Background: an optimization exercise with open tools, aiming at small area. Do not read the settings as production practice.
Function was checked by simulation only, so behaviour that the tests miss may differ from the original.
Power is estimated from default activity; no workload was simulated.

==> design.v <==
module fa (input a, input b, input c, output s, output co);
  assign s = a ^ b ^ c;
  assign co = (a & b) | (a & c) | (b & c);
endmodule
module ha (input a, input b, output s, output co);
  assign s = a ^ b;
  assign co = a & b;
endmodule
module nd2 (input a, input b, output y);
  assign y = ~(a & b);
endmodule
module nd3 (input a, input b, input c, output y);
  assign y = ~(a & b & c);
endmodule
module nr2 (input a, input b, output y);
  assign y = ~(a | b);
endmodule
module xo2 (input a, input b, output y);
  assign y = a ^ b;
endmodule
module xn2 (input a, input b, output y);
  assign y = ~(a ^ b);
endmodule
module inv (input a, output y);
  assign y = ~a;
endmodule
module Convolution3x3 (
    input clk,               
    input rst_n,             
    input [71:0] input_patch,  
    input [71:0] kernel,       
    input [7:0] bias,        
    output reg [9:0] output_pixel   
);
  wire [71:0] px = input_patch;
  wire [71:0] kx = kernel;
  wire [7:0] bx = bias;
  wire [7:0] u;       
  wire [7:0] d;       
  wire rst;
  wire n1, s2, c3;
  nd2 g4 (px[0], kx[0], n1);
  xo2 g5 (bx[0], n1, s2);
  nd3 g6 (bx[0], px[0], kx[0], c3);
  wire n7;
  nd2 g8 (px[8], kx[8], n7);
  wire n9;
  nd2 g10 (px[16], kx[16], n9);
  wire n11;
  nd2 g12 (px[24], kx[24], n11);
  wire n13;
  nd2 g14 (px[32], kx[32], n13);
  wire n15;
  nd2 g16 (px[40], kx[40], n15);
  wire n17;
  nd2 g18 (px[48], kx[48], n17);
  wire n19;
  nd2 g20 (px[56], kx[56], n19);
  wire n21;
  nd2 g22 (px[64], kx[64], n21);
  wire n23, s24, c25;
  nd2 g26 (px[0], kx[1], n23);
  xo2 g27 (bx[1], n23, s24);
  nd3 g28 (bx[1], px[0], kx[1], c25);
  wire n29;
  nd2 g30 (px[1], kx[0], n29);
  wire n31;
  nd2 g32 (px[8], kx[9], n31);
  wire n33;
  nd2 g34 (px[9], kx[8], n33);
  wire n35;
  nd2 g36 (px[16], kx[17], n35);
  wire n37;
  nd2 g38 (px[17], kx[16], n37);
  wire n39;
  nd2 g40 (px[24], kx[25], n39);
  wire n41;
  nd2 g42 (px[25], kx[24], n41);
  wire n43;
  nd2 g44 (px[32], kx[33], n43);
  wire n45;
  nd2 g46 (px[33], kx[32], n45);
  wire n47;
  nd2 g48 (px[40], kx[41], n47);
  wire n49;
  nd2 g50 (px[41], kx[40], n49);
  wire n51;
  nd2 g52 (px[48], kx[49], n51);
  wire n53;
  nd2 g54 (px[49], kx[48], n53);
  wire n55;
  nd2 g56 (px[56], kx[57], n55);
  wire n57;
  nd2 g58 (px[57], kx[56], n57);
  wire n59;
  nd2 g60 (px[64], kx[65], n59);
  wire n61;
  nd2 g62 (px[65], kx[64], n61);
  wire n63, s64, c65;
  nd2 g66 (px[0], kx[2], n63);
  xo2 g67 (bx[2], n63, s64);
  nd3 g68 (bx[2], px[0], kx[2], c65);
  wire n69;
  nd2 g70 (px[1], kx[1], n69);
  wire n71;
  nd2 g72 (px[2], kx[0], n71);
  wire n73;
  nd2 g74 (px[8], kx[10], n73);
  wire n75;
  nd2 g76 (px[9], kx[9], n75);
  wire n77;
  nd2 g78 (px[10], kx[8], n77);
  wire n79;
  nd2 g80 (px[16], kx[18], n79);
  wire n81;
  nd2 g82 (px[17], kx[17], n81);
  wire n83;
  nd2 g84 (px[18], kx[16], n83);
  wire n85;
  nd2 g86 (px[24], kx[26], n85);
  wire n87;
  nd2 g88 (px[25], kx[25], n87);
  wire n89;
  nd2 g90 (px[26], kx[24], n89);
  wire n91;
  nd2 g92 (px[32], kx[34], n91);
  wire n93;
  nd2 g94 (px[33], kx[33], n93);
  wire n95;
  nd2 g96 (px[34], kx[32], n95);
  wire n97;
  nd2 g98 (px[40], kx[42], n97);
  wire n99;
  nd2 g100 (px[41], kx[41], n99);
  wire n101;
  nd2 g102 (px[42], kx[40], n101);
  wire n103;
  nd2 g104 (px[48], kx[50], n103);
  wire n105;
  nd2 g106 (px[49], kx[49], n105);
  wire n107;
  nd2 g108 (px[50], kx[48], n107);
  wire n109;
  nd2 g110 (px[56], kx[58], n109);
  wire n111;
  nd2 g112 (px[57], kx[57], n111);
  wire n113;
  nd2 g114 (px[58], kx[56], n113);
  wire n115;
  nd2 g116 (px[64], kx[66], n115);
  wire n117;
  nd2 g118 (px[65], kx[65], n117);
  wire n119;
  nd2 g120 (px[66], kx[64], n119);
  wire bn121;
  inv g122 (bx[3], bn121);
  wire n123;
  nd2 g124 (px[0], kx[3], n123);
  wire n125;
  nd2 g126 (px[1], kx[2], n125);
  wire n127;
  nd2 g128 (px[2], kx[1], n127);
  wire n129;
  nd2 g130 (px[3], kx[0], n129);
  wire n131;
  nd2 g132 (px[8], kx[11], n131);
  wire n133;
  nd2 g134 (px[9], kx[10], n133);
  wire n135;
  nd2 g136 (px[10], kx[9], n135);
  wire n137;
  nd2 g138 (px[11], kx[8], n137);
  wire n139;
  nd2 g140 (px[16], kx[19], n139);
  wire n141;
  nd2 g142 (px[17], kx[18], n141);
  wire n143;
  nd2 g144 (px[18], kx[17], n143);
  wire n145;
  nd2 g146 (px[19], kx[16], n145);
  wire n147;
  nd2 g148 (px[24], kx[27], n147);
  wire n149;
  nd2 g150 (px[25], kx[26], n149);
  wire n151;
  nd2 g152 (px[26], kx[25], n151);
  wire n153;
  nd2 g154 (px[27], kx[24], n153);
  wire n155;
  nd2 g156 (px[32], kx[35], n155);
  wire n157;
  nd2 g158 (px[33], kx[34], n157);
  wire n159;
  nd2 g160 (px[34], kx[33], n159);
  wire n161;
  nd2 g162 (px[35], kx[32], n161);
  wire n163;
  nd2 g164 (px[40], kx[43], n163);
  wire n165;
  nd2 g166 (px[41], kx[42], n165);
  wire n167;
  nd2 g168 (px[42], kx[41], n167);
  wire n169;
  nd2 g170 (px[43], kx[40], n169);
  wire n171;
  nd2 g172 (px[48], kx[51], n171);
  wire n173;
  nd2 g174 (px[49], kx[50], n173);
  wire n175;
  nd2 g176 (px[50], kx[49], n175);
  wire n177;
  nd2 g178 (px[51], kx[48], n177);
  wire n179;
  nd2 g180 (px[56], kx[59], n179);
  wire n181;
  nd2 g182 (px[57], kx[58], n181);
  wire n183;
  nd2 g184 (px[58], kx[57], n183);
  wire n185;
  nd2 g186 (px[59], kx[56], n185);
  wire n187;
  nd2 g188 (px[64], kx[67], n187);
  wire n189;
  nd2 g190 (px[65], kx[66], n189);
  wire n191;
  nd2 g192 (px[66], kx[65], n191);
  wire n193;
  nd2 g194 (px[67], kx[64], n193);
  wire n195, s196, c197;
  nd2 g198 (px[0], kx[4], n195);
  xo2 g199 (bx[4], n195, s196);
  nd3 g200 (bx[4], px[0], kx[4], c197);
  wire n201;
  nd2 g202 (px[1], kx[3], n201);
  wire n203;
  nd2 g204 (px[2], kx[2], n203);
  wire n205;
  nd2 g206 (px[3], kx[1], n205);
  wire n207;
  nd2 g208 (px[4], kx[0], n207);
  wire n209;
  nd2 g210 (px[8], kx[12], n209);
  wire n211;
  nd2 g212 (px[9], kx[11], n211);
  wire n213;
  nd2 g214 (px[10], kx[10], n213);
  wire n215;
  nd2 g216 (px[11], kx[9], n215);
  wire n217;
  nd2 g218 (px[12], kx[8], n217);
  wire n219;
  nd2 g220 (px[16], kx[20], n219);
  wire n221;
  nd2 g222 (px[17], kx[19], n221);
  wire n223;
  nd2 g224 (px[18], kx[18], n223);
  wire n225;
  nd2 g226 (px[19], kx[17], n225);
  wire n227;
  nd2 g228 (px[20], kx[16], n227);
  wire n229;
  nd2 g230 (px[24], kx[28], n229);
  wire n231;
  nd2 g232 (px[25], kx[27], n231);
  wire n233;
  nd2 g234 (px[26], kx[26], n233);
  wire n235;
  nd2 g236 (px[27], kx[25], n235);
  wire n237;
  nd2 g238 (px[28], kx[24], n237);
  wire n239;
  nd2 g240 (px[32], kx[36], n239);
  wire n241;
  nd2 g242 (px[33], kx[35], n241);
  wire n243;
  nd2 g244 (px[34], kx[34], n243);
  wire n245;
  nd2 g246 (px[35], kx[33], n245);
  wire n247;
  nd2 g248 (px[36], kx[32], n247);
  wire n249;
  nd2 g250 (px[40], kx[44], n249);
  wire n251;
  nd2 g252 (px[41], kx[43], n251);
  wire n253;
  nd2 g254 (px[42], kx[42], n253);
  wire n255;
  nd2 g256 (px[43], kx[41], n255);
  wire n257;
  nd2 g258 (px[44], kx[40], n257);
  wire n259;
  nd2 g260 (px[48], kx[52], n259);
  wire n261;
  nd2 g262 (px[49], kx[51], n261);
  wire n263;
  nd2 g264 (px[50], kx[50], n263);
  wire n265;
  nd2 g266 (px[51], kx[49], n265);
  wire n267;
  nd2 g268 (px[52], kx[48], n267);
  wire n269;
  nd2 g270 (px[56], kx[60], n269);
  wire n271;
  nd2 g272 (px[57], kx[59], n271);
  wire n273;
  nd2 g274 (px[58], kx[58], n273);
  wire n275;
  nd2 g276 (px[59], kx[57], n275);
  wire n277;
  nd2 g278 (px[60], kx[56], n277);
  wire n279;
  nd2 g280 (px[64], kx[68], n279);
  wire n281;
  nd2 g282 (px[65], kx[67], n281);
  wire n283;
  nd2 g284 (px[66], kx[66], n283);
  wire n285;
  nd2 g286 (px[67], kx[65], n285);
  wire n287;
  nd2 g288 (px[68], kx[64], n287);
  wire n289, s290, c291;
  nd2 g292 (px[0], kx[5], n289);
  xo2 g293 (bx[5], n289, s290);
  nd3 g294 (bx[5], px[0], kx[5], c291);
  wire n295;
  nd2 g296 (px[1], kx[4], n295);
  wire n297;
  nd2 g298 (px[2], kx[3], n297);
  wire n299;
  nd2 g300 (px[3], kx[2], n299);
  wire n301;
  nd2 g302 (px[4], kx[1], n301);
  wire n303;
  nd2 g304 (px[5], kx[0], n303);
  wire n305;
  nd2 g306 (px[8], kx[13], n305);
  wire n307;
  nd2 g308 (px[9], kx[12], n307);
  wire n309;
  nd2 g310 (px[10], kx[11], n309);
  wire n311;
  nd2 g312 (px[11], kx[10], n311);
  wire n313;
  nd2 g314 (px[12], kx[9], n313);
  wire n315;
  nd2 g316 (px[13], kx[8], n315);
  wire n317;
  nd2 g318 (px[16], kx[21], n317);
  wire n319;
  nd2 g320 (px[17], kx[20], n319);
  wire n321;
  nd2 g322 (px[18], kx[19], n321);
  wire n323;
  nd2 g324 (px[19], kx[18], n323);
  wire n325;
  nd2 g326 (px[20], kx[17], n325);
  wire n327;
  nd2 g328 (px[21], kx[16], n327);
  wire n329;
  nd2 g330 (px[24], kx[29], n329);
  wire n331;
  nd2 g332 (px[25], kx[28], n331);
  wire n333;
  nd2 g334 (px[26], kx[27], n333);
  wire n335;
  nd2 g336 (px[27], kx[26], n335);
  wire n337;
  nd2 g338 (px[28], kx[25], n337);
  wire n339;
  nd2 g340 (px[29], kx[24], n339);
  wire n341;
  nd2 g342 (px[32], kx[37], n341);
  wire n343;
  nd2 g344 (px[33], kx[36], n343);
  wire n345;
  nd2 g346 (px[34], kx[35], n345);
  wire n347;
  nd2 g348 (px[35], kx[34], n347);
  wire n349;
  nd2 g350 (px[36], kx[33], n349);
  wire n351;
  nd2 g352 (px[37], kx[32], n351);
  wire n353;
  nd2 g354 (px[40], kx[45], n353);
  wire n355;
  nd2 g356 (px[41], kx[44], n355);
  wire n357;
  nd2 g358 (px[42], kx[43], n357);
  wire n359;
  nd2 g360 (px[43], kx[42], n359);
  wire n361;
  nd2 g362 (px[44], kx[41], n361);
  wire n363;
  nd2 g364 (px[45], kx[40], n363);
  wire n365;
  nd2 g366 (px[48], kx[53], n365);
  wire n367;
  nd2 g368 (px[49], kx[52], n367);
  wire n369;
  nd2 g370 (px[50], kx[51], n369);
  wire n371;
  nd2 g372 (px[51], kx[50], n371);
  wire n373;
  nd2 g374 (px[52], kx[49], n373);
  wire n375;
  nd2 g376 (px[53], kx[48], n375);
  wire n377;
  nd2 g378 (px[56], kx[61], n377);
  wire n379;
  nd2 g380 (px[57], kx[60], n379);
  wire n381;
  nd2 g382 (px[58], kx[59], n381);
  wire n383;
  nd2 g384 (px[59], kx[58], n383);
  wire n385;
  nd2 g386 (px[60], kx[57], n385);
  wire n387;
  nd2 g388 (px[61], kx[56], n387);
  wire n389;
  nd2 g390 (px[64], kx[69], n389);
  wire n391;
  nd2 g392 (px[65], kx[68], n391);
  wire n393;
  nd2 g394 (px[66], kx[67], n393);
  wire n395;
  nd2 g396 (px[67], kx[66], n395);
  wire n397;
  nd2 g398 (px[68], kx[65], n397);
  wire n399;
  nd2 g400 (px[69], kx[64], n399);
  wire n401, s402, c403;
  nd2 g404 (px[0], kx[6], n401);
  xo2 g405 (bx[6], n401, s402);
  nd3 g406 (bx[6], px[0], kx[6], c403);
  wire n407;
  nd2 g408 (px[1], kx[5], n407);
  wire n409;
  nd2 g410 (px[2], kx[4], n409);
  wire n411;
  nd2 g412 (px[3], kx[3], n411);
  wire n413;
  nd2 g414 (px[4], kx[2], n413);
  wire n415;
  nd2 g416 (px[5], kx[1], n415);
  wire n417;
  nd2 g418 (px[6], kx[0], n417);
  wire n419;
  nd2 g420 (px[8], kx[14], n419);
  wire n421;
  nd2 g422 (px[9], kx[13], n421);
  wire n423;
  nd2 g424 (px[10], kx[12], n423);
  wire n425;
  nd2 g426 (px[11], kx[11], n425);
  wire n427;
  nd2 g428 (px[12], kx[10], n427);
  wire n429;
  nd2 g430 (px[13], kx[9], n429);
  wire n431;
  nd2 g432 (px[14], kx[8], n431);
  wire n433;
  nd2 g434 (px[16], kx[22], n433);
  wire n435;
  nd2 g436 (px[17], kx[21], n435);
  wire n437;
  nd2 g438 (px[18], kx[20], n437);
  wire n439;
  nd2 g440 (px[19], kx[19], n439);
  wire n441;
  nd2 g442 (px[20], kx[18], n441);
  wire n443;
  nd2 g444 (px[21], kx[17], n443);
  wire n445;
  nd2 g446 (px[22], kx[16], n445);
  wire n447;
  nd2 g448 (px[24], kx[30], n447);
  wire n449;
  nd2 g450 (px[25], kx[29], n449);
  wire n451;
  nd2 g452 (px[26], kx[28], n451);
  wire n453;
  nd2 g454 (px[27], kx[27], n453);
  wire n455;
  nd2 g456 (px[28], kx[26], n455);
  wire n457;
  nd2 g458 (px[29], kx[25], n457);
  wire n459;
  nd2 g460 (px[30], kx[24], n459);
  wire n461;
  nd2 g462 (px[32], kx[38], n461);
  wire n463;
  nd2 g464 (px[33], kx[37], n463);
  wire n465;
  nd2 g466 (px[34], kx[36], n465);
  wire n467;
  nd2 g468 (px[35], kx[35], n467);
  wire n469;
  nd2 g470 (px[36], kx[34], n469);
  wire n471;
  nd2 g472 (px[37], kx[33], n471);
  wire n473;
  nd2 g474 (px[38], kx[32], n473);
  wire n475;
  nd2 g476 (px[40], kx[46], n475);
  wire n477;
  nd2 g478 (px[41], kx[45], n477);
  wire n479;
  nd2 g480 (px[42], kx[44], n479);
  wire n481;
  nd2 g482 (px[43], kx[43], n481);
  wire n483;
  nd2 g484 (px[44], kx[42], n483);
  wire n485;
  nd2 g486 (px[45], kx[41], n485);
  wire n487;
  nd2 g488 (px[46], kx[40], n487);
  wire n489;
  nd2 g490 (px[48], kx[54], n489);
  wire n491;
  nd2 g492 (px[49], kx[53], n491);
  wire n493;
  nd2 g494 (px[50], kx[52], n493);
  wire n495;
  nd2 g496 (px[51], kx[51], n495);
  wire n497;
  nd2 g498 (px[52], kx[50], n497);
  wire n499;
  nd2 g500 (px[53], kx[49], n499);
  wire n501;
  nd2 g502 (px[54], kx[48], n501);
  wire n503;
  nd2 g504 (px[56], kx[62], n503);
  wire n505;
  nd2 g506 (px[57], kx[61], n505);
  wire n507;
  nd2 g508 (px[58], kx[60], n507);
  wire n509;
  nd2 g510 (px[59], kx[59], n509);
  wire n511;
  nd2 g512 (px[60], kx[58], n511);
  wire n513;
  nd2 g514 (px[61], kx[57], n513);
  wire n515;
  nd2 g516 (px[62], kx[56], n515);
  wire n517;
  nd2 g518 (px[64], kx[70], n517);
  wire n519;
  nd2 g520 (px[65], kx[69], n519);
  wire n521;
  nd2 g522 (px[66], kx[68], n521);
  wire n523;
  nd2 g524 (px[67], kx[67], n523);
  wire n525;
  nd2 g526 (px[68], kx[66], n525);
  wire n527;
  nd2 g528 (px[69], kx[65], n527);
  wire n529;
  nd2 g530 (px[70], kx[64], n529);
  wire n531;
  nd2 g532 (px[0], kx[7], n531);
  wire n533;
  nd2 g534 (px[1], kx[6], n533);
  wire n535;
  nd2 g536 (px[2], kx[5], n535);
  wire n537;
  nd2 g538 (px[3], kx[4], n537);
  wire n539;
  nd2 g540 (px[4], kx[3], n539);
  wire n541;
  nd2 g542 (px[5], kx[2], n541);
  wire n543;
  nd2 g544 (px[6], kx[1], n543);
  wire n545;
  nd2 g546 (px[7], kx[0], n545);
  wire n547;
  nd2 g548 (px[8], kx[15], n547);
  wire n549;
  nd2 g550 (px[9], kx[14], n549);
  wire n551;
  nd2 g552 (px[10], kx[13], n551);
  wire n553;
  nd2 g554 (px[11], kx[12], n553);
  wire n555;
  nd2 g556 (px[12], kx[11], n555);
  wire n557;
  nd2 g558 (px[13], kx[10], n557);
  wire n559;
  nd2 g560 (px[14], kx[9], n559);
  wire n561;
  nd2 g562 (px[15], kx[8], n561);
  wire n563;
  nd2 g564 (px[16], kx[23], n563);
  wire n565;
  nd2 g566 (px[17], kx[22], n565);
  wire n567;
  nd2 g568 (px[18], kx[21], n567);
  wire n569;
  nd2 g570 (px[19], kx[20], n569);
  wire n571;
  nd2 g572 (px[20], kx[19], n571);
  wire n573;
  nd2 g574 (px[21], kx[18], n573);
  wire n575;
  nd2 g576 (px[22], kx[17], n575);
  wire n577;
  nd2 g578 (px[23], kx[16], n577);
  wire n579;
  nd2 g580 (px[24], kx[31], n579);
  wire n581;
  nd2 g582 (px[25], kx[30], n581);
  wire n583;
  nd2 g584 (px[26], kx[29], n583);
  wire n585;
  nd2 g586 (px[27], kx[28], n585);
  wire n587;
  nd2 g588 (px[28], kx[27], n587);
  wire n589;
  nd2 g590 (px[29], kx[26], n589);
  wire n591;
  nd2 g592 (px[30], kx[25], n591);
  wire n593;
  nd2 g594 (px[31], kx[24], n593);
  wire n595;
  nd2 g596 (px[32], kx[39], n595);
  wire n597;
  nd2 g598 (px[33], kx[38], n597);
  wire n599;
  nd2 g600 (px[34], kx[37], n599);
  wire n601;
  nd2 g602 (px[35], kx[36], n601);
  wire n603;
  nd2 g604 (px[36], kx[35], n603);
  wire n605;
  nd2 g606 (px[37], kx[34], n605);
  wire n607;
  nd2 g608 (px[38], kx[33], n607);
  wire n609;
  nd2 g610 (px[39], kx[32], n609);
  wire n611;
  nd2 g612 (px[40], kx[47], n611);
  wire n613;
  nd2 g614 (px[41], kx[46], n613);
  wire n615;
  nd2 g616 (px[42], kx[45], n615);
  wire n617;
  nd2 g618 (px[43], kx[44], n617);
  wire n619;
  nd2 g620 (px[44], kx[43], n619);
  wire n621;
  nd2 g622 (px[45], kx[42], n621);
  wire n623;
  nd2 g624 (px[46], kx[41], n623);
  wire n625;
  nd2 g626 (px[47], kx[40], n625);
  wire n627;
  nd2 g628 (px[48], kx[55], n627);
  wire n629;
  nd2 g630 (px[49], kx[54], n629);
  wire n631;
  nd2 g632 (px[50], kx[53], n631);
  wire n633;
  nd2 g634 (px[51], kx[52], n633);
  wire n635;
  nd2 g636 (px[52], kx[51], n635);
  wire n637;
  nd2 g638 (px[53], kx[50], n637);
  wire n639;
  nd2 g640 (px[54], kx[49], n639);
  wire n641;
  nd2 g642 (px[55], kx[48], n641);
  wire n643;
  nd2 g644 (px[56], kx[63], n643);
  wire n645;
  nd2 g646 (px[57], kx[62], n645);
  wire n647;
  nd2 g648 (px[58], kx[61], n647);
  wire n649;
  nd2 g650 (px[59], kx[60], n649);
  wire n651;
  nd2 g652 (px[60], kx[59], n651);
  wire n653;
  nd2 g654 (px[61], kx[58], n653);
  wire n655;
  nd2 g656 (px[62], kx[57], n655);
  wire n657;
  nd2 g658 (px[63], kx[56], n657);
  wire n659;
  nd2 g660 (px[64], kx[71], n659);
  wire n661;
  nd2 g662 (px[65], kx[70], n661);
  wire n663;
  nd2 g664 (px[66], kx[69], n663);
  wire n665;
  nd2 g666 (px[67], kx[68], n665);
  wire n667;
  nd2 g668 (px[68], kx[67], n667);
  wire n669;
  nd2 g670 (px[69], kx[66], n669);
  wire n671;
  nd2 g672 (px[70], kx[65], n671);
  wire n673;
  nd2 g674 (px[71], kx[64], n673);
  wire s675, c676;
  fa g677 (n11, n13, n15, s675, c676);
  wire s678, c679;
  fa g680 (n17, n19, n21, s678, c679);
  wire s681, c682;
  fa g683 (n7, n9, s2, s681, c682);
  wire s684, c685;
  fa g686 (s675, s678, s681, s684, c685);
  wire s687, c688;
  fa g689 (n29, n31, n33, s687, c688);
  wire s690, c691;
  fa g692 (n35, n37, n39, s690, c691);
  wire s693, c694;
  fa g695 (n41, n43, n45, s693, c694);
  wire s696, c697;
  fa g698 (n47, n49, n51, s696, c697);
  wire s699, c700;
  fa g701 (n53, n55, n57, s699, c700);
  wire s702, c703;
  fa g704 (n59, n61, c3, s702, c703);
  wire s705, c706;
  fa g707 (s24, c676, c679, s705, c706);
  wire s708, c709;
  fa g710 (s687, s690, s693, s708, c709);
  wire s711, c712;
  fa g713 (s696, s699, s702, s711, c712);
  wire s714, c715;
  fa g716 (c682, s705, s708, s714, c715);
  wire s717, c718;
  fa g719 (s711, c685, s714, s717, c718);
  wire s720, c721;
  fa g722 (n101, n103, n105, s720, c721);
  wire s723, c724;
  fa g725 (n107, n109, n111, s723, c724);
  wire s726, c727;
  fa g728 (n113, n115, n117, s726, c727);
  wire s729, c730;
  fa g731 (n119, n69, n71, s729, c730);
  wire s732, c733;
  fa g734 (n73, n75, n77, s732, c733);
  wire s735, c736;
  fa g737 (n79, n81, n83, s735, c736);
  wire s738, c739;
  fa g740 (n85, n87, n89, s738, c739);
  wire s741, c742;
  fa g743 (n91, n93, n95, s741, c742);
  wire s744, c745;
  fa g746 (n97, n99, c25, s744, c745);
  wire s747, c748;
  fa g749 (s64, c688, c691, s747, c748);
  wire s750, c751;
  fa g752 (c694, c697, c700, s750, c751);
  wire s753, c754;
  fa g755 (c703, s720, s723, s753, c754);
  wire s756, c757;
  fa g758 (s726, s729, s732, s756, c757);
  wire s759, c760;
  fa g761 (s735, s738, s741, s759, c760);
  wire s762, c763;
  fa g764 (s744, c706, s747, s762, c763);
  wire s765, c766;
  fa g767 (s750, c709, c712, s765, c766);
  wire s768, c769;
  fa g770 (s753, s756, s759, s768, c769);
  wire s771, c772;
  fa g773 (c715, s762, s765, s771, c772);
  wire s774, c775;
  fa g776 (s768, c718, s771, s774, c775);
  wire s777, c778;
  fa g779 (bn121, n123, n125, s777, c778);
  wire s780, c781;
  fa g782 (n127, n129, n131, s780, c781);
  wire s783, c784;
  fa g785 (n133, n135, n137, s783, c784);
  wire s786, c787;
  fa g788 (n139, n141, n143, s786, c787);
  wire s789, c790;
  fa g791 (n145, n147, n149, s789, c790);
  wire s792, c793;
  fa g794 (n151, n153, n155, s792, c793);
  wire s795, c796;
  fa g797 (n157, n159, n161, s795, c796);
  wire s798, c799;
  fa g800 (n163, n165, n167, s798, c799);
  wire s801, c802;
  fa g803 (n169, n171, n173, s801, c802);
  wire s804, c805;
  fa g806 (n175, n177, n179, s804, c805);
  wire s807, c808;
  fa g809 (n181, n183, n185, s807, c808);
  wire s810, c811;
  fa g812 (n187, n189, n191, s810, c811);
  wire s813, c814;
  fa g815 (n193, c65, c721, s813, c814);
  wire s816, c817;
  fa g818 (c724, c727, c730, s816, c817);
  wire s819, c820;
  fa g821 (c733, c736, c739, s819, c820);
  wire s822, c823;
  fa g824 (c742, c745, s777, s822, c823);
  wire s825, c826;
  fa g827 (s780, s783, s786, s825, c826);
  wire s828, c829;
  fa g830 (s789, s792, s795, s828, c829);
  wire s831, c832;
  fa g833 (s798, s801, s804, s831, c832);
  wire s834, c835;
  fa g836 (s807, s810, c748, s834, c835);
  wire s837, c838;
  fa g839 (c751, s813, s816, s837, c838);
  wire s840, c841;
  fa g842 (s819, c754, c757, s840, c841);
  wire s843, c844;
  fa g845 (c760, s822, s825, s843, c844);
  wire s846, c847;
  fa g848 (s828, s831, c763, s846, c847);
  wire s849, c850;
  fa g851 (s834, c766, c769, s849, c850);
  wire s852, c853;
  fa g854 (s837, s840, s843, s852, c853);
  wire s855, c856;
  fa g857 (s846, c772, s849, s855, c856);
  wire s858, c859;
  fa g860 (s852, c775, s855, s858, c859);
  wire s861, c862;
  fa g863 (n201, n203, n205, s861, c862);
  wire s864, c865;
  fa g866 (n207, n209, n211, s864, c865);
  wire s867, c868;
  fa g869 (n213, n215, n217, s867, c868);
  wire s870, c871;
  fa g872 (n219, n221, n223, s870, c871);
  wire s873, c874;
  fa g875 (n225, n227, n229, s873, c874);
  wire s876, c877;
  fa g878 (n231, n233, n235, s876, c877);
  wire s879, c880;
  fa g881 (n237, n239, n241, s879, c880);
  wire s882, c883;
  fa g884 (n243, n245, n247, s882, c883);
  wire s885, c886;
  fa g887 (n249, n251, n253, s885, c886);
  wire s888, c889;
  fa g890 (n255, n257, n259, s888, c889);
  wire s891, c892;
  fa g893 (n261, n263, n265, s891, c892);
  wire s894, c895;
  fa g896 (n267, n269, n271, s894, c895);
  wire s897, c898;
  fa g899 (n273, n275, n277, s897, c898);
  wire s900, c901;
  fa g902 (n279, n281, n283, s900, c901);
  wire s903, c904;
  fa g905 (n285, n287, s196, s903, c904);
  wire s906, c907;
  fa g908 (c778, c781, c784, s906, c907);
  wire s909, c910;
  fa g911 (c787, c790, c793, s909, c910);
  wire s912, c913;
  fa g914 (c796, c799, c802, s912, c913);
  wire s915, c916;
  fa g917 (c805, c808, c811, s915, c916);
  wire s918, c919;
  fa g920 (s861, s864, s867, s918, c919);
  wire s921, c922;
  fa g923 (s870, s873, s876, s921, c922);
  wire s924, c925;
  fa g926 (s879, s882, s885, s924, c925);
  wire s927, c928;
  fa g929 (s888, s891, s894, s927, c928);
  wire s930, c931;
  fa g932 (s897, s900, s903, s930, c931);
  wire s933, c934;
  fa g935 (c814, c817, c820, s933, c934);
  wire s936, c937;
  fa g938 (s906, s909, s912, s936, c937);
  wire s939, c940;
  fa g941 (s915, c823, c826, s939, c940);
  wire s942, c943;
  fa g944 (c829, c832, s918, s942, c943);
  wire s945, c946;
  fa g947 (s921, s924, s927, s945, c946);
  wire s948, c949;
  fa g950 (s930, c835, c838, s948, c949);
  wire s951, c952;
  fa g953 (c841, s933, c844, s951, c952);
  wire s954, c955;
  fa g956 (s936, s939, s942, s954, c955);
  wire s957, c958;
  fa g959 (s945, c847, c850, s957, c958);
  wire s960, c961;
  fa g962 (s948, s951, c853, s960, c961);
  wire s963, c964;
  fa g965 (s954, c856, s957, s963, c964);
  wire s966, c967;
  fa g968 (s960, c859, s963, s966, c967);
  wire s969, c970;
  fa g971 (n295, n297, n299, s969, c970);
  wire s972, c973;
  fa g974 (n301, n303, n305, s972, c973);
  wire s975, c976;
  fa g977 (n307, n309, n311, s975, c976);
  wire s978, c979;
  fa g980 (n313, n315, n317, s978, c979);
  wire s981, c982;
  fa g983 (n319, n321, n323, s981, c982);
  wire s984, c985;
  fa g986 (n325, n327, n329, s984, c985);
  wire s987, c988;
  fa g989 (n331, n333, n335, s987, c988);
  wire s990, c991;
  fa g992 (n337, n339, n341, s990, c991);
  wire s993, c994;
  fa g995 (n343, n345, n347, s993, c994);
  wire s996, c997;
  fa g998 (n349, n351, n353, s996, c997);
  wire s999, c1000;
  fa g1001 (n355, n357, n359, s999, c1000);
  wire s1002, c1003;
  fa g1004 (n361, n363, n365, s1002, c1003);
  wire s1005, c1006;
  fa g1007 (n367, n369, n371, s1005, c1006);
  wire s1008, c1009;
  fa g1010 (n373, n375, n377, s1008, c1009);
  wire s1011, c1012;
  fa g1013 (n379, n381, n383, s1011, c1012);
  wire s1014, c1015;
  fa g1016 (n385, n387, n389, s1014, c1015);
  wire s1017, c1018;
  fa g1019 (n391, n393, n395, s1017, c1018);
  wire s1020, c1021;
  fa g1022 (n397, n399, c197, s1020, c1021);
  wire s1023, c1024;
  fa g1025 (s290, c862, c865, s1023, c1024);
  wire s1026, c1027;
  fa g1028 (c868, c871, c874, s1026, c1027);
  wire s1029, c1030;
  fa g1031 (c877, c880, c883, s1029, c1030);
  wire s1032, c1033;
  fa g1034 (c886, c889, c892, s1032, c1033);
  wire s1035, c1036;
  fa g1037 (c895, c898, c901, s1035, c1036);
  wire s1038, c1039;
  fa g1040 (s1002, s1005, s1008, s1038, c1039);
  wire s1041, c1042;
  fa g1043 (s1011, s1014, s1017, s1041, c1042);
  wire s1044, c1045;
  fa g1046 (s969, s972, s975, s1044, c1045);
  wire s1047, c1048;
  fa g1049 (s978, s981, s984, s1047, c1048);
  wire s1050, c1051;
  fa g1052 (s987, s990, s993, s1050, c1051);
  wire s1053, c1054;
  fa g1055 (s996, s999, s1020, s1053, c1054);
  wire s1056, c1057;
  fa g1058 (c904, c907, c910, s1056, c1057);
  wire s1059, c1060;
  fa g1061 (c913, c916, s1023, s1059, c1060);
  wire s1062, c1063;
  fa g1064 (s1026, s1029, s1032, s1062, c1063);
  wire s1065, c1066;
  fa g1067 (s1035, c919, c922, s1065, c1066);
  wire s1068, c1069;
  fa g1070 (c925, c928, s1038, s1068, c1069);
  wire s1071, c1072;
  fa g1073 (s1041, s1044, s1047, s1071, c1072);
  wire s1074, c1075;
  fa g1076 (s1050, s1053, c931, s1074, c1075);
  wire s1077, c1078;
  fa g1079 (c934, c937, c940, s1077, c1078);
  wire s1080, c1081;
  fa g1082 (s1056, c943, c946, s1080, c1081);
  wire s1083, c1084;
  fa g1085 (s1059, s1062, s1065, s1083, c1084);
  wire s1086, c1087;
  fa g1088 (s1068, s1071, s1074, s1086, c1087);
  wire s1089, c1090;
  fa g1091 (c949, c952, s1077, s1089, c1090);
  wire s1092, c1093;
  fa g1094 (s1080, c955, s1083, s1092, c1093);
  wire s1095, c1096;
  fa g1097 (s1086, c958, c961, s1095, c1096);
  wire s1098, c1099;
  fa g1100 (s1089, s1092, c964, s1098, c1099);
  wire s1101, c1102;
  fa g1103 (s1095, c967, s1098, s1101, c1102);
  wire s1104, c1105;
  fa g1106 (n407, n409, n411, s1104, c1105);
  wire s1107, c1108;
  fa g1109 (n413, n415, n417, s1107, c1108);
  wire s1110, c1111;
  fa g1112 (n419, n421, n423, s1110, c1111);
  wire s1113, c1114;
  fa g1115 (n425, n427, n429, s1113, c1114);
  wire s1116, c1117;
  fa g1118 (n431, n433, n435, s1116, c1117);
  wire s1119, c1120;
  fa g1121 (n437, n439, n441, s1119, c1120);
  wire s1122, c1123;
  fa g1124 (n443, n445, n447, s1122, c1123);
  wire s1125, c1126;
  fa g1127 (n449, n451, n453, s1125, c1126);
  wire s1128, c1129;
  fa g1130 (n455, n457, n459, s1128, c1129);
  wire s1131, c1132;
  fa g1133 (n461, n463, n465, s1131, c1132);
  wire s1134, c1135;
  fa g1136 (n467, n469, n471, s1134, c1135);
  wire s1137, c1138;
  fa g1139 (n473, n475, n477, s1137, c1138);
  wire s1140, c1141;
  fa g1142 (n479, n481, n483, s1140, c1141);
  wire s1143, c1144;
  fa g1145 (n485, n487, n489, s1143, c1144);
  wire s1146, c1147;
  fa g1148 (n491, n493, n495, s1146, c1147);
  wire s1149, c1150;
  fa g1151 (n497, n499, n501, s1149, c1150);
  wire s1152, c1153;
  fa g1154 (n503, n505, n507, s1152, c1153);
  wire s1155, c1156;
  fa g1157 (n509, n511, n513, s1155, c1156);
  wire s1158, c1159;
  fa g1160 (n515, n517, n519, s1158, c1159);
  wire s1161, c1162;
  fa g1163 (n521, n523, n525, s1161, c1162);
  wire s1164, c1165;
  fa g1166 (n527, n529, c291, s1164, c1165);
  wire s1167, c1168;
  fa g1169 (s402, c1000, c1003, s1167, c1168);
  wire s1170, c1171;
  fa g1172 (c1006, c1009, c1012, s1170, c1171);
  wire s1173, c1174;
  fa g1175 (c1015, c1018, c970, s1173, c1174);
  wire s1176, c1177;
  fa g1178 (c973, c976, c979, s1176, c1177);
  wire s1179, c1180;
  fa g1181 (c982, c985, c988, s1179, c1180);
  wire s1182, c1183;
  fa g1184 (c991, c994, c997, s1182, c1183);
  wire s1185, c1186;
  fa g1187 (c1021, s1104, s1107, s1185, c1186);
  wire s1188, c1189;
  fa g1190 (s1110, s1113, s1116, s1188, c1189);
  wire s1191, c1192;
  fa g1193 (s1119, s1122, s1125, s1191, c1192);
  wire s1194, c1195;
  fa g1196 (s1128, s1131, s1134, s1194, c1195);
  wire s1197, c1198;
  fa g1199 (s1137, s1140, s1143, s1197, c1198);
  wire s1200, c1201;
  fa g1202 (s1146, s1149, s1152, s1200, c1201);
  wire s1203, c1204;
  fa g1205 (s1155, s1158, s1161, s1203, c1204);
  wire s1206, c1207;
  fa g1208 (s1164, c1024, c1027, s1206, c1207);
  wire s1209, c1210;
  fa g1211 (c1030, c1033, c1036, s1209, c1210);
  wire s1212, c1213;
  fa g1214 (s1167, s1170, s1173, s1212, c1213);
  wire s1215, c1216;
  fa g1217 (s1176, s1179, s1182, s1215, c1216);
  wire s1218, c1219;
  fa g1220 (c1039, c1042, c1045, s1218, c1219);
  wire s1221, c1222;
  fa g1223 (c1048, c1051, c1054, s1221, c1222);
  wire s1224, c1225;
  fa g1226 (s1185, s1188, s1191, s1224, c1225);
  wire s1227, c1228;
  fa g1229 (s1194, s1197, s1200, s1227, c1228);
  wire s1230, c1231;
  fa g1232 (s1203, c1057, c1060, s1230, c1231);
  wire s1233, c1234;
  fa g1235 (c1063, c1066, s1206, s1233, c1234);
  wire s1236, c1237;
  fa g1238 (s1209, c1069, c1072, s1236, c1237);
  wire s1239, c1240;
  fa g1241 (s1212, s1215, s1218, s1239, c1240);
  wire s1242, c1243;
  fa g1244 (s1221, s1224, s1227, s1242, c1243);
  wire s1245, c1246;
  fa g1247 (c1075, c1078, c1081, s1245, c1246);
  wire s1248, c1249;
  fa g1250 (s1230, s1233, c1084, s1248, c1249);
  wire s1251, c1252;
  fa g1253 (s1236, s1239, s1242, s1251, c1252);
  wire s1254, c1255;
  fa g1256 (c1087, c1090, c1093, s1254, c1255);
  wire s1257, c1258;
  fa g1259 (s1245, s1248, s1251, s1257, c1258);
  wire s1260, c1261;
  fa g1262 (c1096, s1254, s1257, s1260, c1261);
  wire s1263, c1264;
  fa g1265 (c1099, s1260, c1102, s1263, c1264);
  wire x1266;
  xo2 g1267 (bx[7], n531, x1266);
  wire x1268;
  xo2 g1269 (n533, n535, x1268);
  wire x1270;
  xo2 g1271 (n537, n539, x1270);
  wire x1272;
  xo2 g1273 (n541, n543, x1272);
  wire x1274;
  xo2 g1275 (n545, n547, x1274);
  wire x1276;
  xo2 g1277 (n549, n551, x1276);
  wire x1278;
  xo2 g1279 (n553, n555, x1278);
  wire x1280;
  xo2 g1281 (n557, n559, x1280);
  wire x1282;
  xo2 g1283 (n561, n563, x1282);
  wire x1284;
  xo2 g1285 (n565, n567, x1284);
  wire x1286;
  xo2 g1287 (n569, n571, x1286);
  wire x1288;
  xo2 g1289 (n573, n575, x1288);
  wire x1290;
  xo2 g1291 (n577, n579, x1290);
  wire x1292;
  xo2 g1293 (n581, n583, x1292);
  wire x1294;
  xo2 g1295 (n585, n587, x1294);
  wire x1296;
  xo2 g1297 (n589, n591, x1296);
  wire x1298;
  xo2 g1299 (n593, n595, x1298);
  wire x1300;
  xo2 g1301 (n597, n599, x1300);
  wire x1302;
  xo2 g1303 (n601, n603, x1302);
  wire x1304;
  xo2 g1305 (n605, n607, x1304);
  wire x1306;
  xo2 g1307 (n609, n611, x1306);
  wire x1308;
  xo2 g1309 (n613, n615, x1308);
  wire x1310;
  xo2 g1311 (n617, n619, x1310);
  wire x1312;
  xo2 g1313 (n621, n623, x1312);
  wire x1314;
  xo2 g1315 (n625, n627, x1314);
  wire x1316;
  xo2 g1317 (n629, n631, x1316);
  wire x1318;
  xo2 g1319 (n633, n635, x1318);
  wire x1320;
  xo2 g1321 (n637, n639, x1320);
  wire x1322;
  xo2 g1323 (n641, n643, x1322);
  wire x1324;
  xo2 g1325 (n645, n647, x1324);
  wire x1326;
  xo2 g1327 (n649, n651, x1326);
  wire x1328;
  xo2 g1329 (n653, n655, x1328);
  wire x1330;
  xo2 g1331 (n657, n659, x1330);
  wire x1332;
  xo2 g1333 (n661, n663, x1332);
  wire x1334;
  xo2 g1335 (n665, n667, x1334);
  wire x1336;
  xo2 g1337 (n669, n671, x1336);
  wire x1338;
  xo2 g1339 (n673, c403, x1338);
  wire x1340;
  xo2 g1341 (x1266, x1268, x1340);
  wire x1342;
  xo2 g1343 (x1270, x1272, x1342);
  wire x1344;
  xo2 g1345 (x1274, x1276, x1344);
  wire x1346;
  xo2 g1347 (x1278, x1280, x1346);
  wire x1348;
  xo2 g1349 (x1282, x1284, x1348);
  wire x1350;
  xo2 g1351 (x1286, x1288, x1350);
  wire x1352;
  xo2 g1353 (x1290, x1292, x1352);
  wire x1354;
  xo2 g1355 (x1294, x1296, x1354);
  wire x1356;
  xo2 g1357 (x1298, x1300, x1356);
  wire x1358;
  xo2 g1359 (x1302, x1304, x1358);
  wire x1360;
  xo2 g1361 (x1306, x1308, x1360);
  wire x1362;
  xo2 g1363 (x1310, x1312, x1362);
  wire x1364;
  xo2 g1365 (x1314, x1316, x1364);
  wire x1366;
  xo2 g1367 (x1318, x1320, x1366);
  wire x1368;
  xo2 g1369 (x1322, x1324, x1368);
  wire x1370;
  xo2 g1371 (x1326, x1328, x1370);
  wire x1372;
  xo2 g1373 (x1330, x1332, x1372);
  wire x1374;
  xo2 g1375 (x1334, x1336, x1374);
  wire x1376;
  xo2 g1377 (x1338, c1105, x1376);
  wire x1378;
  xo2 g1379 (c1108, c1111, x1378);
  wire x1380;
  xo2 g1381 (c1114, c1117, x1380);
  wire x1382;
  xo2 g1383 (c1120, c1123, x1382);
  wire x1384;
  xo2 g1385 (c1126, c1129, x1384);
  wire x1386;
  xo2 g1387 (c1132, c1135, x1386);
  wire x1388;
  xo2 g1389 (c1138, c1141, x1388);
  wire x1390;
  xo2 g1391 (c1144, c1147, x1390);
  wire x1392;
  xo2 g1393 (c1150, c1153, x1392);
  wire x1394;
  xo2 g1395 (c1156, c1159, x1394);
  wire x1396;
  xo2 g1397 (c1162, c1165, x1396);
  wire x1398;
  xo2 g1399 (x1340, x1342, x1398);
  wire x1400;
  xo2 g1401 (x1344, x1346, x1400);
  wire x1402;
  xo2 g1403 (x1348, x1350, x1402);
  wire x1404;
  xo2 g1405 (x1352, x1354, x1404);
  wire x1406;
  xo2 g1407 (x1356, x1358, x1406);
  wire x1408;
  xo2 g1409 (x1360, x1362, x1408);
  wire x1410;
  xo2 g1411 (x1364, x1366, x1410);
  wire x1412;
  xo2 g1413 (x1368, x1370, x1412);
  wire x1414;
  xo2 g1415 (x1372, x1374, x1414);
  wire x1416;
  xo2 g1417 (x1376, x1378, x1416);
  wire x1418;
  xo2 g1419 (x1380, x1382, x1418);
  wire x1420;
  xo2 g1421 (x1384, x1386, x1420);
  wire x1422;
  xo2 g1423 (x1388, x1390, x1422);
  wire x1424;
  xo2 g1425 (x1392, x1394, x1424);
  wire x1426;
  xo2 g1427 (x1396, x1398, x1426);
  wire x1428;
  xo2 g1429 (x1400, x1402, x1428);
  wire x1430;
  xo2 g1431 (x1404, x1406, x1430);
  wire x1432;
  xo2 g1433 (x1408, x1410, x1432);
  wire x1434;
  xo2 g1435 (x1412, x1414, x1434);
  wire x1436;
  xo2 g1437 (c1168, c1171, x1436);
  wire x1438;
  xo2 g1439 (c1174, c1177, x1438);
  wire x1440;
  xo2 g1441 (c1180, c1183, x1440);
  wire x1442;
  xo2 g1443 (x1416, x1418, x1442);
  wire x1444;
  xo2 g1445 (x1420, x1422, x1444);
  wire x1446;
  xo2 g1447 (x1424, c1186, x1446);
  wire x1448;
  xo2 g1449 (c1189, c1192, x1448);
  wire x1450;
  xo2 g1451 (c1195, c1198, x1450);
  wire x1452;
  xo2 g1453 (c1201, c1204, x1452);
  wire x1454;
  xo2 g1455 (x1426, x1428, x1454);
  wire x1456;
  xo2 g1457 (x1430, x1432, x1456);
  wire x1458;
  xo2 g1459 (x1434, x1436, x1458);
  wire x1460;
  xo2 g1461 (x1438, x1440, x1460);
  wire x1462;
  xo2 g1463 (x1442, x1444, x1462);
  wire x1464;
  xo2 g1465 (x1446, x1448, x1464);
  wire x1466;
  xo2 g1467 (x1450, x1452, x1466);
  wire x1468;
  xo2 g1469 (x1454, x1456, x1468);
  wire x1470;
  xo2 g1471 (c1207, c1210, x1470);
  wire x1472;
  xo2 g1473 (x1458, x1460, x1472);
  wire x1474;
  xo2 g1475 (c1213, c1216, x1474);
  wire x1476;
  xo2 g1477 (c1219, c1222, x1476);
  wire x1478;
  xo2 g1479 (x1462, x1464, x1478);
  wire x1480;
  xo2 g1481 (x1466, c1225, x1480);
  wire x1482;
  xo2 g1483 (c1228, x1468, x1482);
  wire x1484;
  xo2 g1485 (x1470, x1472, x1484);
  wire x1486;
  xo2 g1487 (x1474, x1476, x1486);
  wire x1488;
  xo2 g1489 (x1478, x1480, x1488);
  wire x1490;
  xo2 g1491 (x1482, c1231, x1490);
  wire x1492;
  xo2 g1493 (c1234, x1484, x1492);
  wire x1494;
  xo2 g1495 (c1237, c1240, x1494);
  wire x1496;
  xo2 g1497 (x1486, x1488, x1496);
  wire x1498;
  xo2 g1499 (c1243, x1490, x1498);
  wire x1500;
  xo2 g1501 (x1492, x1494, x1500);
  wire x1502;
  xo2 g1503 (x1496, x1498, x1502);
  wire x1504;
  xo2 g1505 (c1246, c1249, x1504);
  wire x1506;
  xo2 g1507 (x1500, c1252, x1506);
  wire x1508;
  xo2 g1509 (x1502, x1504, x1508);
  wire x1510;
  xo2 g1511 (x1506, x1508, x1510);
  wire x1512;
  xo2 g1513 (c1255, c1258, x1512);
  wire x1514;
  xo2 g1515 (x1510, x1512, x1514);
  wire x1516;
  xo2 g1517 (x1514, c1261, x1516);
  wire x1518;
  xo2 g1519 (c1264, x1516, x1518);
  assign u[0] = s684;
  assign u[1] = s717;
  assign u[2] = s774;
  assign u[3] = s858;
  assign u[4] = s966;
  assign u[5] = s1101;
  assign u[6] = s1263;
  assign u[7] = x1518;
  inv grst (rst_n, rst);
  nr2 gd0 (u[0], rst, d[0]);
  nr2 gd1 (u[1], rst, d[1]);
  nr2 gd2 (u[2], rst, d[2]);
  nr2 gd3 (u[3], rst, d[3]);
  nr2 gd4 (u[4], rst, d[4]);
  nr2 gd5 (u[5], rst, d[5]);
  nr2 gd6 (u[6], rst, d[6]);
  nr2 gd7 (u[7], rst, d[7]);
  always @(posedge clk) begin
    output_pixel <= {2'b00, d};
  end
endmodule
==> flow/run.sh <==
#!/bin/bash
# Standard ORFS layout (the standard.sh, standard synthesis unchanged), with every
# input and output port buffered by the smallest buffer, sky130_fd_sc_hd__buf_1.
set -euo pipefail
bash standard.sh "BUFFER_PORTS_ARGS=-buffer_cell sky130_fd_sc_hd__buf_1" finish > standard_sh.log 2>&1
==> standard.sh <==
#!/bin/bash
# synth_recipe.tcl (not shown) runs the flow's synth.tcl, then flattens the netlist and writes it again
# the make line also repeats each setting of config.mk as NAME=value (left out here)
make -C /OpenROAD-flow-scripts/flow DESIGN_CONFIG=/design/flow/config.mk WORK_HOME=/design/flow/orfs CLKGATE_MAP_FILE= SYNTH_SCRIPT=/design/flow/synth_recipe.tcl "${@:-finish}"
==> config.mk <==
export PLATFORM = sky130hd
export DESIGN_NAME = Convolution3x3
export DESIGN_NICKNAME = Convolution3x3
export VERILOG_FILES = /design/flow/design.v
export SDC_FILE = /design/flow/constraint.sdc
export NUM_CORES = 4
export LEC_CHECK = 0
export CAP_MARGIN = 20
export CORE_MARGIN = 2
export CORE_UTILIZATION = 40
export CTS_BUF_LIST = sky130_fd_sc_hd__clkbuf_4
export SLEW_MARGIN = 20
export SYNTH_HIERARCHICAL = 1
export SYNTH_MINIMUM_KEEP_SIZE = 0
==> constraint.sdc <==
create_clock -name core_clock -period 10.0 [get_ports {clk}]
set_input_delay 2.0000 -clock core_clock [delete_from_list [all_inputs] [get_ports {clk}]]
set_output_delay 2.0000 -clock core_clock [all_outputs]
set_load 0.01 [all_outputs]
==> results of run 1 <==
-- power groups by stage --
| stage | clock (mW) | sequential, mW | combinational (mW) |
|---|---|---|---|
| 4_1_cts | 0.0246 | 0.0743 | 2.34 |
| 3_5_place_dp | 0 | 0.0750 | 2.34 |
| 3_3_place_gp | 0 | 0.0752 | 2.31 |
| 5_1_grt | 0.0266 | 0.0761 | 2.67 |
| 2_1_floorplan | 0 | 0.0820 | 1.79 |
| 6_report | 0.0236 | 0.0741 | 2.33 |
-- metal layers --
layer | wire length (µm) | global-route usage, % | share of wire [%] | up-vias
met5 | 0 | 0 | 0 | -
met3 | 900 | 1.69 | 5.0 | 8
met1 | 7990 | 30.9 | 45 | 2555
met2 | 8820 | 36.9 | 49 | 171
met4 | 162 | 1.91 | 0.91 | 0
li1 | - | - | - | 2374
-- kinds of logic (layout without fill, tap and decap cells) --
group	Yosys count	after routing	share of synthesized area, %
other cells	1	2	0.0571
buf+inv	4	166	0.343
flops	8	8	2.44
fa+ha+maj	197	197	60.0
xor+xnor	133	133	17.7
simple gates	338	338	19.4
-- final timing paths --
path / slack, ns / cells past startpoint / end
max: 3.19 / 13 / output_pixel[7]
min: 2.09 / 3 / output_pixel[5]
-- modules after synthesis (local to each module, per instance) --
module,flops+latches,cells inside,cell area [µm²]
inv,0,1,3.75
Convolution3x3,8,11,179
xo2,0,1,8.76
nd2,0,1,3.75
nd3,0,1,5.00
nr2,0,1,3.75
fa,0,1,20.0
-- cell usage in the layout (no fill, tap or decap), drive strengths merged --
| cell type | netlist | final |
|---|---|---|
| xor2 | 133 | 133 |
| nor2 | 8 | 8 |
| dfxtp | 8 | 8 |
| clkbuf | 0 | 3 |
| nand2 | 324 | 324 |
| inv | 2 | 2 |
| nand3 | 6 | 6 |
| buf | 2 | 161 |
| fa | 197 | 197 |
| conb | 1 | 2 |
-- area by class of cell --
class | count | area [µm²]
fill | 1619 | 8490
inverter | 2 | 7.51
multi-input combinational | 670 | 6390
clock buffer | 3 | 22.5
tap | 216 | 270
sequential | 8 | 160
timing repair buffer | 161 | 604
==> summary.md, run 1 <==
| Metric | Value |
|---|---|
| HPWL Detailed | `16.8 mm` |
| Starting density of the core | `41.2%` |
| Actual slew at the worst max-slew pin | `0.626 ns` |
| CTS sink cnt | `8` |
| Largest net degree at the start of global routing | `15` |
| Pleak | `~2.6 nW` |
| End-of-flow core utilization | `a little under half` |
| Port bufs | `roughly 160` |
| Critical Path RT | `between 10 and 15 ns` |
| Fin. max-slew vios | `0` |
| Max FO, Critical Path | `14` |
| Antenna-violating nets left | `0` |
| Post-Synthesis Cells | `681` |
| WP buf/inv | `1` |
| H-Tree Depth | `1` |
| Share of layout cells above drive strength 1 | `less than 1%` |
| Core Area | `15,900 µm²` |
| RSZ-0062 raised after global routing | `no` |
| Largest registers | `output_pixel x8` |
| Top post-synthesis cells by area | `fa_1, nand2_1, xor2_1, dfxtp_1, nand3_1` |
| Final TNS setup | `0 ns` |
| Reg power frac | `~3.1%` |
| P_sw | `between 1 and 1.5 mW` |
| Power per cell area | `325 nW/µm²` |
| Main flop type after synthesis | `dfxtp_1` |
| Share of the synthesized area in the top cell type | `roughly 60%` |
| Fin crit share | `68.1%` |
| CP delay by family, top | `adder cells` |
| DRT iter0 DRCs | `346` |
| Setup violators final | `0` |
| CP Class | `input port to register` |
| F_max | `147 MHz` |
| Type of destination of the critical path | `register` |
| Drc violations | `0` |
| CTS clk-pin slew, worst paths | `0.05 ns` |
| Gr ovfl total | `0` |
| Slew headroom | `58.3%` |
| # Post-CTS Setup Buffers | `0` |
| Pint | `1.15 mW` |
| Setup ws final | `around 3.2 ns` |
| Peak supply drop | `~700 µV` |
| Data arrival time of the worst path | `6.94 ns` |
| Area leader, netlist | `fa_1` |
| Post-synth top cells | `nand2_1, fa_1, xor2_1, dfxtp_1, nor2_1` |
| Placed cell areas | `approximately 7400 µm²` |
| Area grow syn2layout | `13.5%` |
| CP peak stage delay | `0.52 ns` |
| Tmin final | `6.81 ns` |
| Most frequent cell after synthesis | `nand2_1` |
| Clock power frac | `approximately 1%` |
| CTS tree | `yes` |
| Syn Std Cell Area | `~6600 µm²` |
| Post-CTS sizing | `0` |
| Worst min-delay path class | `input port to register` |
| Design area | `7460 µm²` |
| Layout Cells excl Fill | `between 1,000 and 1,500` |
| Die H | `between 100 and 150 µm` |
| First-pass GRT wire length | `about 29 mm` |
| Async SR Flop Fraction | `0%` |
| Placed Cells | `between 1,000 and 1,500` |
| Die X | `between 100 and 150 µm` |
| Most common cell on crit path | `fa_1` |
| Sw Ratio | `52.6%` |
| Hold Path Origin | `rst_n` |
| Max FFs per register | `8` |
| Routability cong. | `0.939` |
| Fin Hold WS | `roughly 2.1 ns` |
| Hold buffers post-CTS | `0` |
| Total power | `2.42 mW` |
| Critical-path cell list | `buf_1 -> nand3_1 -> fa_1 -> fa_1 -> fa_1 -> fa_1 -> fa_1 -> fa_1 -> fa_1 -> fa_1 -> fa_1 -> xor2_1 -> nor2_1` |
| Wirelength per Cell | `roughly 17 µm` |
| Vias | `between 5,000 and 6,000` |
| Pre-CTS WS | `approximately 3 ns` |
| Status | `complete, no violations` |
| Final hold viol count | `0` |
| Root Buffer Master | `clkbuf_4` |
| Post-synth EDFFs | `0` |
| Vias in the first global route | `5,618` |
| Rows | `46` |
| CP Launch Type | `input port` |
| Reg with most FFs | `output_pixel` |
| Clock tree buffer depth | `2` |
| CTS Buf Count | `3` |
| NumNets Final | `between 1,000 and 1,500` |
| DIE AREA | `17,500 µm²` |
| Cell variety after synth | `9` |
| Final WL | `between 15 and 20 mm` |
| Antenna violations before repair | `0` |
| Slowest CP cell | `fa_1` |
| Via/cell ratio | `4.82` |
| CP Launch Point | `input_patch[0]` |
| Total GRT Usage | `a little over a fifth` |
| Post-synthesis sequential area ratio | `approximately 2.4%` |
| ANT cells | `0` |
| Pre-antenna DRT Iters | `5` |
| IO Pins | `~160` |
| Syn. warnings | `7` |
| Max capacitance violation total | `0` |
| Comb pwr share | `between 90% and 100%` |
| #FFs+latches synth | `8` |
| Synth Area per Inst | `9.65 µm²` |
==> inputs of run 2 (changes only) <==
--- a/config.mk
+++ b/config.mk
@@ -8,7 +8,7 @@
 export CAP_MARGIN = 20
 export CORE_MARGIN = 2
 export CORE_UTILIZATION = 40
-export CTS_BUF_LIST = sky130_fd_sc_hd__clkbuf_4
+export CTS_BUF_LIST = sky130_fd_sc_hd__clkbuf_8
 export SLEW_MARGIN = 20
 export SYNTH_HIERARCHICAL = 1
 export SYNTH_MINIMUM_KEEP_SIZE = 0
==> run 2 against run 1 <==
Still clean. Core utilization rose by 0.12 points. Non-clock buffer count did not move. First-iteration DRC count rose by 6.6%. Sequential power barely moved. Final cell count did not move. Setup slack got worse by 0.011 ns. Sequential cell count did not move. Hold slack improved by 0.015 ns. Largest power group unchanged.
==> summary.md, run 2 <==
| Metric | Value |
|---|---|
| Commonest cells after routing, fill and taps aside | `nand2_1, fa_1, buf_1, xor2_1` |
| Area leader, netlist | `fa_1` |
| CTS sink cnt | `8` |
| Rows | `46` |
| Post-synthesis mux area share | `0%` |
| CTS tree | `yes` |
| Reg with most FFs | `output_pixel` |
| Pre-CTS WS | `2.99 ns` |
| Status | `complete, no violations` |
| Max capacitance violation total | `0` |
| Post-synth top cells | `nand2_1, fa_1, xor2_1, dfxtp_1, nor2_1` |
| Final WL | `17.9 mm` |
| Async SR Flop Fraction | `0%` |
| HPWL Detailed | `16.8 mm` |
| Pleak | `between 2 and 3 nW` |
| Die H | `around 130 µm` |
| DRT iter0 DRCs | `around 370` |
| Peak supply drop | `about 670 µV` |
| Type of destination of the critical path | `register` |
| Worst min-delay path class | `input port to register` |
| Total GRT Usage | `between 20 and 25%` |
| Post-Synth Adder-Cell Area | `about three fifths` |
| Slew headroom | `56.7%` |
| Largest family of logic cells by synthesized area | `adder cells` |
| Share of the synthesized area in the top cell type | `approximately three fifths` |
| CP Launch Type | `input port` |
| Root Buffer Master | `clkbuf_8` |
| Post-synth EDFFs | `0` |
| Critical-path cell list | `buf_1 -> nand3_1 -> fa_1 -> fa_1 -> fa_1 -> fa_1 -> fa_1 -> fa_1 -> fa_1 -> fa_1 -> fa_1 -> xor2_1 -> nor2_1` |
| Largest registers | `output_pixel x8` |
| Final hold viol count | `0` |
| Gr ovfl total | `0` |
| Pre-antenna DRT Iters | `5` |
| Core Area | `between 15,000 and 20,000 µm²` |
| Simple-gate area share of the yosys netlist | `19.4%` |
| Fin. max-slew vios | `0` |
| CTS clk-pin slew, worst paths | `roughly 0.04 ns` |
| Most frequent cell after synthesis | `nand2_1` |
| Fin crit share | `between 60% and 70%` |
| Synth Area per Inst | `just under 10 µm²` |
| Max FO, Critical Path | `14` |
| NumNets Final | `~1,200` |
| CP Class | `input port to register` |
| DIE AREA | `about 17,000 µm²` |
| ANT cells | `0` |
| Final TNS setup | `0 ns` |
| Antenna violations before repair | `0` |
| Data arrival time of the worst path | `about 6.9 ns` |
| Compound-gate portion of the synthesized area | `0%` |
| Top post-synthesis cells by area | `fa_1, nand2_1, xor2_1, dfxtp_1, nand3_1` |
| CP peak stage delay | `approximately 0.52 ns` |
| Hold Path Origin | `rst_n` |
| Starting density of the core | `between 40% and 50%` |
| Fillers | `~1,600` |
| Setup violators final | `0` |
| Vias | `5,107` |
| Vias in the first global route | `5,620` |
| Xor and xnor fraction of the mapped netlist area | `17.7%` |
| Routability cong. | `between 0.9 and 1` |
| Share of layout cells above drive strength 1 | `0.355%` |
| Syn Std Cell Area | `between 6000 and 7000 µm²` |
| Actual slew at the worst max-slew pin | `~0.65 ns` |
| Most common cell on crit path | `fa_1` |
| Power per cell area | `approximately 330 nW/µm²` |
| Tmin final | `~7 ns` |
| Port bufs | `161` |
| Cell variety after synth | `9` |
| Fin Hold WS | `~2.1 ns` |
| CTS Buf Count | `3` |
| Syn. warnings | `7` |
| H-Tree Depth | `1` |
| Hold buffers post-CTS | `0` |
| CP Launch Point | `input_patch[0]` |
| Hold Path Depth | `3` |
| Via/cell ratio | `roughly 4.8` |
| Max FFs per register | `8` |
| First-pass GRT wire length | `slightly below 30 mm` |
| Die X | `roughly 130 µm` |
| Antenna-violating nets left | `0` |
| Main flop type after synthesis | `dfxtp_1` |
| Total power | `2.44 mW` |
| F_max | `~150 MHz` |
| Largest net degree at the start of global routing | `15` |
| IO Pins | `roughly 160` |
| # Post-CTS Setup Buffers | `0` |
| Post-CTS sizing | `0` |
| Post-synthesis sequential area ratio | `under 10%` |
| Drc violations | `0` |
| Clock tree buffer depth | `2` |
| Area grow syn2layout | `13.8%` |
| Wirelength per Cell | `roughly 17 µm` |
| Critical Path RT | `10.11 ns` |
| Slowest CP cell | `fa_1` |
| Post-Synthesis Cells | `about 680` |
| Setup ws final | `between 3 and 4 ns` |
| Most common cell after layout, fill and taps aside | `nand2_1` |
| RSZ-0062 raised after global routing | `no` |
| #FFs+latches synth | `8` |
-- run 2: cell counts after synthesis --
No cell type changed its count.
-- run 2: cells by family (layout without fill, tap and decap cells) --
| logic type | Yosys count | count (layout) |
|---|---|---|
| xor gates and xnor gates | 133 | 133 |
| adders and majority gates | 197 | 197 |
| buffers and inverters | 4 | 166 |
| DFF | 8 | 8 |
| other | 1 | 2 |
| and+or+nand+nor | 338 | 338 |
-- run 2: power by group --
| group | switching [mW] | internal [mW] |
|---|---|---|
| clock | 0.0126 | 0.0261 |
| combinational | 1.26 | 1.06 |
| sequential | 0.00282 | 0.0715 |
-- run 2: critical path: cells and delay by family --
family                     cells  cell delay, ns
and+or+nand+nor                2            0.28
adders and majority gates      9            4.02
buffers and inverters          1            0.48
xor gates and xnor gates       1            0.14
-- run 2: per-stage QoR --
| step | std cells | instance area (µm²) | utilization [%] |
|---|---|---|---|
| 2_1_floorplan | 682 | 6580 | - |
| 3_3_place_gp | 1057 | 7430 | 46.6 |
| 3_5_place_dp | 1057 | 7430 | 46.6 |
| 4_1_cts | 1060 | 7480 | 46.9 |
| 5_1_grt | 1060 | 7480 | 46.9 |
| 6_report | 1060 | 7480 | 46.9 |
-- run 2: Yosys stat by module, one instance, submodules excluded --
module          flops+latches  times used
nd2                         0         324
nd3                         0           6
xo2                         0         133
nr2                         0           8
fa                          0         197
inv                         0           2
Convolution3x3              8           1
-- run 2: area by class of cell --
class,instances,area (µm²),area share [%]
flip-flops and latches,8,160,2.14
multi-input cells,670,6390,85.5
repair buffers,161,604,8.08
clock buffers,3,41.3,0.552
inverters,2,7.51,0.100
well taps,216,270,3.62
-- run 2: per-layer routing --
layer	track usage [%]	share of wire (%)
met5	0	0
met4	2.27	1.0
met3	1.69	5.1
met2	37.0	49
met1	31.0	45
-- run 2: worst paths after layout --
path / to
setup / recovery: output_pixel[7]
hold / removal: output_pixel[5]
==> inputs of run 3 (changes only) <==
--- a/config.mk
+++ b/config.mk
@@ -8,7 +8,7 @@
 export CAP_MARGIN = 20
 export CORE_MARGIN = 2
 export CORE_UTILIZATION = 40
-export CTS_BUF_LIST = sky130_fd_sc_hd__clkbuf_8
+export CTS_BUF_LIST = sky130_fd_sc_hd__clkbuf_2
 export SLEW_MARGIN = 20
 export SYNTH_HIERARCHICAL = 1
 export SYNTH_MINIMUM_KEEP_SIZE = 0
==> run 3 against run 2 <==
Wire length about the same. Non-clock buffer count unchanged. Hold slack improved by 0.0025 ns. Cell area decreased by 0.35%. Sequential share of layout area about the same. Final cell count unchanged. Synthesized area unchanged. First-iteration DRC count decreased by 6.2%. Die area unchanged. Sequential cell count unchanged. Count of clock-buffer cells in the layout unchanged. Sequential power about the same. Critical path type unchanged. Largest power group unchanged.
==> summary.md, run 3 <==
| Metric | Value |
|---|---|
| Top post-synthesis cells by area | `fa_1, nand2_1, xor2_1, dfxtp_1, nand3_1` |
| Storage element area | `roughly 160 µm²` |
| Post-synthesis mux area share | `0%` |
| Antenna violations before repair | `0` |
| CP delay by family, top | `adder cells` |
| Critical-path cell list | `buf_1 -> nand3_1 -> fa_1 -> fa_1 -> fa_1 -> fa_1 -> fa_1 -> fa_1 -> fa_1 -> fa_1 -> fa_1 -> xor2_1 -> nor2_1` |
| Vias in the first global route | `approximately 5,600` |
| Post-synthesis sequential area ratio | `2.44%` |
| Area grow syn2layout | `13.4%` |
| Multi-input logic area | `between 6000 and 7000 µm²` |
| Port bufs | `161` |
| Area leader, netlist | `fa_1` |
| Power per cell area | `approximately 320 nW/µm²` |
| CP peak stage delay | `approximately 0.52 ns` |
| Largest registers | `output_pixel x8` |
| Routability cong. | `between 0.9 and 1` |
| F_max | `between 100 and 150 MHz` |
| Post-synth EDFFs | `0` |
| Gr ovfl total | `0` |
| Largest net degree at the start of global routing | `15` |
| Simple-gate area share of the yosys netlist | `about a fifth` |
| Syn. warnings | `7` |
| Via/cell ratio | `4.82` |
| Cell variety after synth | `9` |
| Data arrival time of the worst path | `between 6 and 7 ns` |
| DIE AREA | `roughly 17,000 µm²` |
| CP Launch Type | `input port` |
| DRT iter0 DRCs | `about 350` |
| Starting density of the core | `between 40% and 50%` |
| Post-Synth Adder-Cell Area | `between 60% and 70%` |
| Vias | `5,108` |
| Share of the synthesized area in the top cell type | `between 60% and 70%` |
| Clock tree buffer depth | `2` |
| Die X | `around 130 µm` |
| Pleak | `about 2.6 nW` |
| ANT cells | `0` |
| Type of destination of the critical path | `register` |
| Antenna-violating nets left | `0` |
| Reg with most FFs | `output_pixel` |
| HPWL Detailed | `between 15 and 20 mm` |
| Final WL | `roughly 18 mm` |
| CP Launch Point | `input_patch[0]` |
| Slew headroom | `58.4%` |
| Final TNS setup | `0 ns` |
| Final hold viol count | `0` |
| Largest family of logic cells by synthesized area | `adder cells` |
| Fin. max-slew vios | `0` |
| Layout Cells excl Fill | `approximately 1,100` |
| Synth Area per Inst | `~9.6 µm²` |
| Total GRT Usage | `21.4%` |
| Core Area | `approximately 16,000 µm²` |
| Fin crit share | `about two thirds` |
| Post-Synthesis Cells | `between 600 and 700` |
| Post-CTS sizing | `0` |
| Drc violations | `0` |
| NumNets Final | `1,197` |
| Peak supply drop | `674 µV` |
| Hold buffers post-CTS | `0` |
| RSZ-0062 raised after global routing | `no` |
| Status | `complete, no violations` |
| Most common cell on crit path | `fa_1` |
| Most frequent cell after synthesis | `nand2_1` |
| Design area | `7450 µm²` |
| Worst min-delay path class | `input port to register` |
| Placed cell areas | `~7400 µm²` |
| Syn Std Cell Area | `between 6000 and 7000 µm²` |
| Commonest cells after routing, fill and taps aside | `nand2_1, fa_1, buf_1, xor2_1` |
| Pre-antenna DRT Iters | `5` |
| Compound-gate portion of the synthesized area | `0%` |
| Max capacitance violation total | `0` |
| First-pass GRT wire length | `slightly below 30 mm` |
run 3: changes by cell type in the layout (fill, tap and decap cells not counted):
cell,change
clkbuf_2,+3
clkbuf_8,-3
run 3: cell families after synthesis:
group,after synthesis
flip-flops,8
adder cells (fa/ha/maj),197
other,1
XOR/XNOR,133
AND/OR/NAND/NOR,338
buffers and inverters,4
run 3: layer usage:
metal	GRT usage, %	routed length [µm]	vias to the layer above
met5	0	0	-
met3	1.69	904	8
met1	30.9	7980	2555
li1	-	-	2374
met4	1.91	162	0
met2	36.9	8820	171
run 3: modules after synthesis, one instance, submodules excluded:
module	copies in the design	cell area [µm²]	cells	flip-flops and latches
nr2	8	3.75	1	0
xo2	133	8.76	1	0
inv	2	3.75	1	0
Convolution3x3	1	179	11	8
nd3	6	5.00	1	0
fa	197	20.0	1	0
nd2	324	3.75	1	0
run 3: worst paths after layout:
path	depth (start not counted)	slack, ns	endpoint
worst max-delay path	13	3.18	output_pixel[7]
worst min-delay path	3	2.11	output_pixel[5]
run 3: tightest hold or removal path: stages:
cell and delay (ns):
buf_1 0.07, inv_1 0.11, nor2_1 0.11
run 3: area by class of cell:
| class | count | area share (%) |
|---|---|---|
| Clock buffer | 3 | 0.202 |
| Inverter | 2 | 0.101 |
| Multi-Input combinational cell | 670 | 85.8 |
| Sequential cell | 8 | 2.15 |
| Tap cell | 216 | 3.63 |
| Timing Repair Buffer | 161 | 8.11 |
run 3: per-stage QoR:
stage	hold WS, ns	utilization [%]	setup slack (ns)
6_report	2.11	46.7	3.18
4_1_cts	2.10	46.7	3.24
3_3_place_gp	2.33	46.6	3.03
2_1_floorplan	2.21	-	3.70
3_5_place_dp	2.35	46.6	2.99
5_1_grt	2.15	46.7	2.98
run 3: power by group:
part	total (mW)	leakage, nW	switching (mW)	internal [mW]
clock	0.0181	0.0125	0.00996	0.00818
sequential	0.0741	0.0667	0.00278	0.0713
combinational	2.33	2.55	1.26	1.06

-- port drivers added, routing unchanged --
In the flow no input, the clock included, has a driving cell. The finished layouts below were timed again as built, in two steps. Step 1 sets driving cells, clkbuf_16 on the clock port and buf_2 on the other inputs (assumed; they add their load-dependent delay and slew). Step 2 also shifts input and output timing later by t, the mid clock arrival at the registers, as if the neighbouring blocks saw the same clock. a / b / c = no drivers / after step 1 / after step 2; a / b = the first two.
run | t (ns) | slack for setup (ns)
run 1 | 0.262 | 3.193 / 3.187 / 2.926
run 2 | 0.247 | 3.182 / 3.179 / 2.931
run 3 | 0.238 | 3.178 / 3.172 / 2.934
After both steps setup and hold are still met in every run listed.
